This design comes from an exercise in tuning for small area and a short achievable clock period on the open sky130 flow, not from production work. In this exercise RTL edits were held to simulation tests only and were not proved equivalent to the original. Power and IR drop assume default switching activity.

Design conv_calc_5ks, start of the top module:
module conv_calc_5ks(
    valid_in, clk, rst,
    out_data_0, out_data_1, out_data_2, out_data_3, out_data_4, out_data_5, out_data_6, out_data_7, out_data_8, out_data_9, out_data_10, out_data_11, out_data_12, out_data_13, out_data_14, out_data_15, out_data_16, out_data_17, out_data_18, out_data_19, out_data_20, out_data_21, out_data_22, out_data_23, out_data_24,
    out_weight_0, out_weight_1, out_weight_2, out_weight_3, out_weight_4, out_weight_5, out_weight_6, out_weight_7, out_weight_8, out_weight_9, out_weight_10, out_weight_11, out_weight_12, out_weight_13, out_weight_14, out_weight_15, out_weight_16, out_weight_17, out_weight_18, out_weight_19, out_weight_20, out_weight_21, out_weight_22, out_weight_23, out_weight_24, out_weight_25, out_weight_26, out_weight_27, out_weight_28, out_weight_29, out_weight_30, out_weight_31, out_weight_32, out_weight_33, out_weight_34, out_weight_35, out_weight_36, out_weight_37, out_weight_38, out_weight_39, out_weight_40, out_weight_41, out_weight_42, out_weight_43, out_weight_44, out_weight_45, out_weight_46, out_weight_47, out_weight_48, out_weight_49, out_weight_50, out_weight_51, out_weight_52, out_weight_53, out_weight_54, out_weight_55, out_weight_56, out_weight_57, out_weight_58, out_weight_59, out_weight_60, out_weight_61, out_weight_62, out_weight_63, out_weight_64, out_weight_65, out_weight_66, out_weight_67, out_weight_68, out_weight_69, out_weight_70, out_weight_71, out_weight_72, out_weight_73, out_weight_74,
    bias_0, bias_1, bias_2,
    conv_out_1, conv_out_2, conv_out_3,
    valid_out
);
For scale: roughly 7700 cells after synthesis, ~220 flip-flops, roughly 560 I/O pins, ~66000 um^2 of cells after synthesis.
Settings: LEC_CHECK=0, CAP_MARGIN=20, CORE_MARGIN=2, CORE_UTILIZATION=40, SLEW_MARGIN=20, TNS_END_PERCENT=0; clock period 14.0 ns.
standard.sh (not shown) runs the stock make flow with config.mk's settings and CLKGATE_MAP_FILE= SYNTH_SCRIPT=/design/flow/synth_recipe.tcl, a recipe that flattens the netlist after the stock synthesis.
==> flow/flow/run.sh <==
#!/bin/bash
set -euo pipefail
MARGIN=${MARGIN:-8.0}
bash standard.sh SETUP_SLACK_MARGIN=$MARGIN finish > standard.log 2>&1
The baseline completed without violations.
Then changed:
==> flow/flow/run.sh (replaced) <==
#!/bin/bash
set -euo pipefail
MARGIN=${MARGIN:-7.5}
bash standard.sh SETUP_SLACK_MARGIN=$MARGIN finish > standard.log 2>&1
--- a/flow/config.mk
+++ b/flow/config.mk
@@ -11,2 +11 @@
 export SLEW_MARGIN = 20
-export TNS_END_PERCENT = 0
Clock-buffer cell count climbs by 2.
Sequential power stays flat.
Area after synthesis does not change.
Wire length shrinks by about 0.9%.
First-iteration DRC count falls by 1.8%.
Setup slack improves by 0.26 ns.
Final area grows by 2.9%.
Then changed:
==> flow/run.sh (new file) <==
#!/bin/bash
# synth_recipe.tcl (not shown) runs the flow's synth.tcl, then flattens the netlist and writes it again
# the make line also repeats each setting of config.mk as NAME=value (left out here)
make -C /OpenROAD-flow-scripts/flow DESIGN_CONFIG=/design/flow/config.mk WORK_HOME=/design/flow/orfs CLKGATE_MAP_FILE= SYNTH_SCRIPT=/design/flow/synth_recipe.tcl finish
removed: flow/flow/run.sh
removed: flow/standard.sh
Outcome: The changed run ran to the end with no violations. Worst setup slack gets worse by 1.1 ns. Count of clock-buffer cells in the layout came out lower by 2. Clock power came out lower by 6.3%. Fmax shrinks by 14%. Die area is unchanged.
Then changed:
==> flow/flow/run.sh (new file) <==
#!/bin/bash
set -euo pipefail
MARGIN=${MARGIN:-8.0}
bash standard.sh SETUP_SLACK_MARGIN=$MARGIN finish > standard.log 2>&1
==> flow/standard.sh (new file) <==
#!/bin/bash
# synth_recipe.tcl (not shown) runs the flow's synth.tcl, then flattens the netlist and writes it again
# the make line also repeats each setting of config.mk as NAME=value (left out here)
make -C /OpenROAD-flow-scripts/flow DESIGN_CONFIG=/design/flow/config.mk WORK_HOME=/design/flow/orfs CLKGATE_MAP_FILE= SYNTH_SCRIPT=/design/flow/synth_recipe.tcl "${@:-finish}"
removed: flow/run.sh
Outcome: Combinational power rises by 19%; final area rises by about 20%; total power rises by 17%; final cell count rises by 4.1%; critical path depth does not change; via count rises by about 3.3%; flip-flop and latch count stays the same; area after synthesis is unchanged; routed wire length rises by 1.0%; utilization rises by 9.3 points; worst setup slack gains 0.92 ns.

## job 4022
conv_calc_5ks, a different RTL version from the one above (not shown whole).
For scale: ~220 flip-flops, ~560 I/O pins, about 64,000 sq um of cells after synthesis.
// conv_calc_5ks
module conv_calc_5ks(
    valid_in, clk, rst,
    out_data_0, out_data_1, out_data_2, out_data_3, out_data_4, out_data_5, out_data_6, out_data_7, out_data_8, out_data_9, out_data_10, out_data_11, out_data_12, out_data_13, out_data_14, out_data_15, out_data_16, out_data_17, out_data_18, out_data_19, out_data_20, out_data_21, out_data_22, out_data_23, out_data_24,
    out_weight_0, out_weight_1, out_weight_2, out_weight_3, out_weight_4, out_weight_5, out_weight_6, out_weight_7, out_weight_8, out_weight_9, out_weight_10, out_weight_11, out_weight_12, out_weight_13, out_weight_14, out_weight_15, out_weight_16, out_weight_17, out_weight_18, out_weight_19, out_weight_20, out_weight_21, out_weight_22, out_weight_23, out_weight_24, out_weight_25, out_weight_26, out_weight_27, out_weight_28, out_weight_29, out_weight_30, out_weight_31, out_weight_32, out_weight_33, out_weight_34, out_weight_35, out_weight_36, out_weight_37, out_weight_38, out_weight_39, out_weight_40, out_weight_41, out_weight_42, out_weight_43, out_weight_44, out_weight_45, out_weight_46, out_weight_47, out_weight_48, out_weight_49, out_weight_50, out_weight_51, out_weight_52, out_weight_53, out_weight_54, out_weight_55, out_weight_56, out_weight_57, out_weight_58, out_weight_59, out_weight_60, out_weight_61, out_weight_62, out_weight_63, out_weight_64, out_weight_65, out_weight_66, out_weight_67, out_weight_68, out_weight_69, out_weight_70, out_weight_71, out_weight_72, out_weight_73, out_weight_74,
    bias_0, bias_1, bias_2,
    conv_out_1, conv_out_2, conv_out_3,
    valid_out
);
clock: 14.0 ns
lec_check: 0
cap_margin: 20
core_margin: 2
core_utilization: 40
slew_margin: 20
tns_end_percent: 0
==> flow/flow/run.sh <==
#!/bin/bash
set -euo pipefail
MARGIN=${MARGIN:-9.0}
bash standard.sh SETUP_SLACK_MARGIN=$MARGIN \
  "BUFFER_PORTS_ARGS=-buffer_cell sky130_fd_sc_hd__buf_2" \
  finish > standard.log 2>&1
Here is what was changed in the inputs of job 4895 compared with job 4022.
- a deleted TNS_END_PERCENT that had been 0
==> flow/flow/run.sh <==
#!/bin/bash
set -euo pipefail
MARGIN=${MARGIN:-7.5}
bash standard.sh SETUP_SLACK_MARGIN=$MARGIN finish > standard.log 2>&1
Findings:
Taking job 4022 as the reference point, the overall via count from detail_route of job 4895 rises by 1.6%.
Job 4895 vs. job 4022: power attributed to sequential cells essentially unchanged; routed length on met1 now sits higher.
Job 4895 has first-pass GRT wire length above what job 4022 had.
Setup changes, job 4895 to job 7862
- setting TNS_END_PERCENT to 0 for the first time
==> flow/flow/run.sh <==
#!/bin/bash
set -euo pipefail
MARGIN=${MARGIN:-8.0}
bash standard.sh SETUP_SLACK_MARGIN=$MARGIN \
  "BUFFER_PORTS_ARGS=-buffer_cell sky130_fd_sc_hd__buf_2" \
  finish > standard.log 2>&1
Results
The run with more setup slack is job 4895; job 7862 has less. Compared job 7862 vs job 4895, and design area is down in job 7862. Non-clock buffer count ended up 227 lower on job 7862 than on job 4895. Area of placed instances on job 7862 is down relative to job 4895.
Changes in job 7437 relative to job 7862:
==> flow/flow/run.sh <==
#!/bin/bash
set -euo pipefail
MARGIN=${MARGIN:-8.0}
bash standard.sh SETUP_SLACK_MARGIN=$MARGIN \
  "BUFFER_PORTS_ARGS=-buffer_cell sky130_fd_sc_hd__buf_1" \
  finish > standard.log 2>&1
### Flow results
- For the total number of cells along the worst setup path, job 7437 came in 1 higher than job 7862 did.
- | wire length | job 7862 vs job 7437 | ≈ equal |
- Relative to job 7862, data required time at the worst endpoint increased by 3320 ps in job 7437.
- Row final design utilization: job 7437 higher / job 7862 lower
- Power after layout, job 7862 and job 7437: higher on job 7437
- Diff job 7862 -> job 7437 | net count of the finished layout | increase of 82
- Taking job 7862 as the reference, in job 7437 global-route usage level; sum of negative setup slack level; detailed-routing iteration count for the pre-antenna-repair pass moved up.
- Relative to job 7862, endpoint arrival time on the critical path increased by 3350 ps in job 7437.

Starting RTL as in the previous note.
export LEC_CHECK = 0
export CAP_MARGIN = 20
export CORE_MARGIN = 2
export CORE_UTILIZATION = 40
export SLEW_MARGIN = 20
export TNS_END_PERCENT = 0
create_clock -name core_clock -period 14.0 [get_ports {clk}]
==> flow/flow/run.sh <==
#!/bin/bash
set -euo pipefail
MARGIN=${MARGIN:-8.0}
bash standard.sh SETUP_SLACK_MARGIN=$MARGIN finish > standard.log 2>&1
The first run produced a clean layout.
Next try:
==> flow/flow/run.sh (replaced) <==
#!/bin/bash
set -euo pipefail
MARGIN=${MARGIN:-8.0}
bash standard.sh SETUP_SLACK_MARGIN=$MARGIN \
  "BUFFER_PORTS_ARGS=-buffer_cell sky130_fd_sc_hd__buf_2" \
  finish > standard.log 2>&1
--- a/flow/config.mk
+++ b/flow/config.mk
@@ -10,3 +10,3 @@
 export CORE_UTILIZATION = 40
 export SLEW_MARGIN = 20
-export TNS_END_PERCENT = 0
+export TNS_END_PERCENT = 5
Result:
- The changed run finished with timing, DRC and antenna clean
- final cell count came out higher slightly
- setup slack is better by 49 ps
- die area does not change
- utilization came out higher by 0.46 points
- synthesized area is unchanged
- final area came out higher slightly
- hold slack is worse by 310 ps
- first-iteration DRC count came out higher by roughly a tenth
- via count came out higher slightly
- clock power came out higher by a few percent
- non-clock buffer count came out higher by 36

Setup of P:
conv_calc_5ks, a different RTL version from the one above (not shown whole).
Size in the first run: ~8,000 cells after synthesis, about 220 flip-flops, about 560 I/O pins, roughly 0.067 mm² of cells after synthesis.
==> flow/config.mk <==
export PLATFORM = sky130hd
export DESIGN_NAME = conv_calc_5ks
export DESIGN_NICKNAME = conv_calc_5ks
export VERILOG_FILES = /design/flow/design.v
export SDC_FILE = /design/flow/constraint.sdc
export NUM_CORES = 4
export LEC_CHECK = 0
export CAP_MARGIN = 20
export CORE_MARGIN = 2
export CORE_UTILIZATION = 40
export SLEW_MARGIN = 20
==> flow/constraint.sdc <==
create_clock -name core_clock -period 14.0 [get_ports {clk}]
set_input_delay 2.8000 -clock core_clock [delete_from_list [all_inputs] [get_ports {clk}]]
set_output_delay 2.8000 -clock core_clock [all_outputs]
set_load 0.01 [all_outputs]
==> flow/flow/run.sh <==
#!/bin/bash
set -euo pipefail
MARGIN=${MARGIN:-7.0}
bash standard.sh SETUP_SLACK_MARGIN=$MARGIN finish > standard.log 2>&1
diff inputs: P => Q
Settings: a change of CORE_UTILIZATION from 40 to 55; an added PLACE_DENSITY of 0.75.
Notes after the runs:
Measured against each other, Q and P differ in global-route usage, the higher figure coming from Q.
Part of the total power dissipated in combinational logic: Q < P
Per the comparison of Q with P, sink count of the clock tree held; cell internal power dissipation went down 0.00013 W; cell count went down 5.5%.
For time the worst path needs with I/O delays and setup, Q and P come out practically identical.
The relative area change from synthesis to final layout in Q sits 0.80 points below the value recorded for P.
P: flow completed, timing, DRC and antenna clean
Q: PASS, flow complete, no timing, DRC or antenna violations
Of Q and P, P shows the higher final instance area, with Q below it.
Slew at the pin closest to its max-slew limit was lower in the run labelled P.
The run with more routed wire is P, not Q.
## Diff of input files: R against Q
Settings: swapping 55 for 40 in CORE_UTILIZATION; clearing PLACE_DENSITY, which used to be 0.75.
==> flow/run.sh (new file) <==
#!/bin/bash
# synth_recipe.tcl (not shown) runs the flow's synth.tcl, then flattens the netlist and writes it again
# the make line also repeats each setting of config.mk as NAME=value (left out here)
make -C /OpenROAD-flow-scripts/flow DESIGN_CONFIG=/design/flow/config.mk WORK_HOME=/design/flow/orfs CLKGATE_MAP_FILE= SYNTH_SCRIPT=/design/flow/synth_recipe.tcl finish
removed: flow/flow/run.sh
removed: flow/standard.sh
[summary]
- Any difference in clock-pin slew reported for the worst setup and hold paths after clock tree synthesis between R and Q is small enough to ignore.
- R against Q: routed wire length rose by about 5%, share of total power in combinational logic rose by 0.2 points, internal power consumption rose by about 1.3%, total via count after detailed routing fell by 1,040, share of layout cells above drive strength 1 fell by 3.7 points.
- The flow did not stop early for Q: all stages ran, and the layout cleared the timing, design-rule and antenna checks.
- R | status: complete | timing, DRC, antenna: pass

-- afterwards: timing with drivers on the ports --
In the flow no input, the clock included, has a driving cell. The finished layouts below were timed again as built, in two steps.
Step 1 assumes that a clkbuf_16 drives the clock port and a buf_2 every other input.
Step 2 moves the port delays by t, midway between the first and last clock arrival at a register: inputs arrive t later, outputs are due t later. That takes back most of the time a late clock gives input paths.
Three values: ideal ports, drivers, drivers and shift; two values: the first two.
run	t (ns)	setup WS [ns]	hold slack, ns	worst register clock-pin slew, ns	worst data-port slew with drivers (ns)
the first run of note 1	0.738	6.980 / 7.005 / 6.267	2.275 / 2.208 / 2.946	0.10 / 0.10	0.25
the second run of note 1	0.720	7.239 / 7.157 / 6.758	2.287 / 2.228 / 2.948	0.08 / 0.08	0.23
the third run of note 1	0.749	6.140 / 6.208 / 5.459	2.282 / 2.212 / 2.961	0.07 / 0.07	0.40
the fourth run of note 1	0.693	7.061 / 6.975 / 7.068	2.327 / 2.266 / 2.958	0.07 / 0.07	0.29
job 4022	0.665	7.215 / 7.151 / 6.595	2.037 / 1.994 / 2.658	0.09 / 0.09	0.26
job 4895	0.658	7.236 / 7.173 / 6.762	2.348 / 2.314 / 2.972	0.07 / 0.07	0.34
job 7862	0.665	7.215 / 7.151 / 6.595	2.037 / 1.994 / 2.658	0.09 / 0.09	0.26
job 7437	0.699	7.184 / 7.118 / 6.457	1.956 / 1.909 / 2.607	0.10 / 0.10	0.25
the first run of note 3	0.659	7.159 / 7.106 / 6.447	2.311 / 2.271 / 2.929	0.08 / 0.08	0.24
the second run of note 3	0.665	7.208 / 7.141 / 6.578	2.001 / 1.955 / 2.620	0.09 / 0.09	0.29
P	0.659	7.003 / 6.959 / 6.300	2.321 / 2.274 / 2.934	0.08 / 0.08	0.23
Q	0.659	7.003 / 6.983 / 6.324	2.337 / 2.287 / 2.946	0.07 / 0.07	0.22
R	0.649	6.275 / 6.200 / 5.650	2.366 / 2.313 / 2.962	0.08 / 0.08	0.25
After both steps setup and hold are still met in every run listed. The setup slack of job 7437, which loses most, moves by -0.066 ns with the drivers and by -0.727 ns with both steps.
